What follows belongs to an exercise in optimizing a design on an open flow for a short achievable clock period and few clock cycles; a production flow would make more cautious choices.
Only simulation tests tie the RTL to the original design; equivalence was not proved.
No activity file was given, so power comes from the tool's default toggle rates.

## 01-14
// rv32_core
module rv32_core (
  input logic clk,
  input logic rst_n,
  output logic [31:0] imem_addr,
  input logic [31:0] imem_rdata,
  output logic dmem_valid,
  output logic dmem_we,
  output logic [31:0] dmem_addr,
  output logic [31:0] dmem_wdata,
  output logic [3:0] dmem_wstrb,
  input logic dmem_ready,
  input logic [31:0] dmem_rdata,
  output logic mmio_we,
  output logic [31:0] mmio_addr,
  output logic [31:0] mmio_wdata,
  input logic [31:0] mmio_rdata
);
  localparam int BHT_N = 64;
  logic stall_mem;    
  logic stall_id;     
  logic redirect;     
  logic [31:0] redirect_pc;
  logic id_flip;      
  logic [31:0] id_target;
  logic [31:0] pc_q, pc_a, pc_b, pc_b_d, if_pc4;
  logic pc_sel;
  logic [31:0] fi;
  logic f_is_jal, f_is_br, f_pred, f_bpred;
  logic [1:0] bht [0:BHT_N-1];
  logic [1:0] f_ctr;
  assign pc_q = ({32{pc_sel}} & pc_a) | ({32{!pc_sel}} & pc_b);
  ...
Settings: LEC_CHECK=0, CAP_MARGIN=20, CORE_MARGIN=2, CORE_UTILIZATION=35, PLACE_DENSITY=0.5, SETUP_SLACK_MARGIN=4.0, SLEW_MARGIN=20, TNS_END_PERCENT=100; clock period 8.0 ns.
run.sh (not shown) runs the stock make flow with config.mk's settings and CLKGATE_MAP_FILE= SYNTH_SCRIPT=/design/flow/synth_recipe.tcl, a recipe that flattens the netlist after the stock synthesis.
Testbench counts of 01-14, summed over its fixed seeds: cycles 178,277.
The inputs of 12-22 differ from those of 01-14 as listed below.
--- a/flow/design.v
+++ b/flow/design.v
@@ -276,17 +276,16 @@
   assign d_v1 = d_auipc ? ifid_pc : !d_use1 ? 32'd0 : (memwb_wr && memwb_rd == d_rs1) ? memwb_rfd : rf_r1;
   assign d_v2 = (memwb_wr && memwb_rd == d_rs2) ? memwb_rfd : rf_r2;
   logic idex_kill;    
   logic idex_wr, idex_ld, idex_st, idex_br, idex_jalr;
   logic idex_pred, idex_arith, idex_sign;
   logic [1:0] idex_size;
   logic [4:0] idex_rd;
   logic [5:0] idex_bidx;
-  logic [1:0] idex_ctr;
   logic [31:0] idex_v1, idex_v2, idex_imm, idex_alt;
   logic [2:0] idex_sa_sum, idex_sb_sum, idex_sa_dif, idex_sb_dif, idex_sa_oth, idex_sb_oth;
   logic [2:0] idex_ss;
   logic [1:0] idex_shsel;
   logic [2:0] idex_lgsel;
   logic [1:0] idex_cmpsel;
   logic [2:0] idex_sa_br, idex_sb_br;
   logic [5:0] idex_csel;    
@@ -422,17 +421,16 @@
       end
       if (!stall_id) pc_a <= redirect_pc;
       idex_pred <= d_pred;
       idex_arith <= d_arith;
       idex_sign <= !d_f3[2];
       idex_size <= d_f3[1:0];
       idex_rd <= d_rd;
       idex_bidx <= ifid_pc[7:2];
-      idex_ctr <= ifid_ctr;
       idex_v1 <= d_v1;
       idex_v2 <= d_v2;
       idex_imm <= d_imm_i;
       idex_alt <= d_alt;
       idex_sa_br <= d_sa & {3{d_br || d_jalr}};
       idex_sb_br <= d_sb & {3{d_br || d_st}};
       idex_csel <= '0;
       unique case ({d_f3[2:1], d_f3[0] ^ d_pred})
@@ -467,17 +465,17 @@
   end
   always_ff @(posedge clk) begin
     exmem_res <= ex_y;
     exmem_fwd <= (idex_wr && !idex_kill) ? ex_y : 32'd0;
   end
   logic [BHT_N-1:0] bu_we;
   logic [1:0] bu_inc, bu_dec, ex_ctr;
   logic bu_taken;
-  assign ex_ctr = idex_ctr;    
+  assign ex_ctr = bht[idex_bidx];
   always_ff @(posedge clk) begin
     for (int i = 0; i < BHT_N; i++) begin
       if (!rst_n) bu_we[i] <= 1'b0;
       else bu_we[i] <= !stall_mem && idex_br && !idex_kill && (idex_bidx == 6'(i));
     end
     bu_taken <= ex_taken;
     bu_inc <= (ex_ctr == 2'b11) ? 2'b11 : ex_ctr + 2'd1;
     bu_dec <= (ex_ctr == 2'b00) ? 2'b00 : ex_ctr - 2'd1;
==> comparison <==
Fill cell instance count of the final layout (12-22 vs. 01-14) increases slightly. Relative to 01-14, multi-input gate area in the final layout has increased by 1.5% in 12-22. Against 01-14, global placer's final weighted congestion in 12-22 rose slightly. Between 12-22 and 01-14, the area of all placed cells without fillers figures differ only marginally. Going from 01-14 to 12-22, routed metal-1 wirelength has increased; sink count of the clock tree held steady. Summary — post-cts sizing count, 12-22 relative to 01-14: lower, by 33. Between 01-14 and 12-22, the flow reports leakage power of the design decreasing slightly. [compare] base=01-14 new=12-22: placeable core region increased by 2400 sq um relative to the old numbers; global-route wire length before repair increased by 4.6% relative to the old numbers; count of cell instances traversed by the critical path increased by 4 relative to the old numbers.
Testbench counts of 12-22, summed over its fixed seeds: cycles 178,277.

afterwards: timing with drivers on the ports:
The flow's constraints put no driver on any port. The routed layouts listed below were extracted and timed again, unchanged, in two steps.
Step 1, drivers: a clkbuf_16 drives clk and a buf_2 each remaining input, both assumed.
Step 2 times the ports against the registers' clock, not the clock port: input delays grow and output delays shrink by t, the midpoint of the rising clock arrivals with the driver on.
Slacks: ideal / step 1 / step 2; pairs: ideal / step 1.
run | t (ns) | slack for setup (ns) | hold WS [ns] | worst setup path after step 2
01-14 | 0.999 | 3.744 / 3.744 / 3.147 | 0.424 / 0.424 / 0.424 | input to register
12-22 | 0.987 | 3.874 / 3.874 / 3.121 | 0.420 / 0.420 / 0.420 | input to register
After both steps setup and hold are still met in every run listed. For 12-22, which loses most, drivers alone change the setup slack by 0.000 ns; drivers and shift together by -0.753 ns.
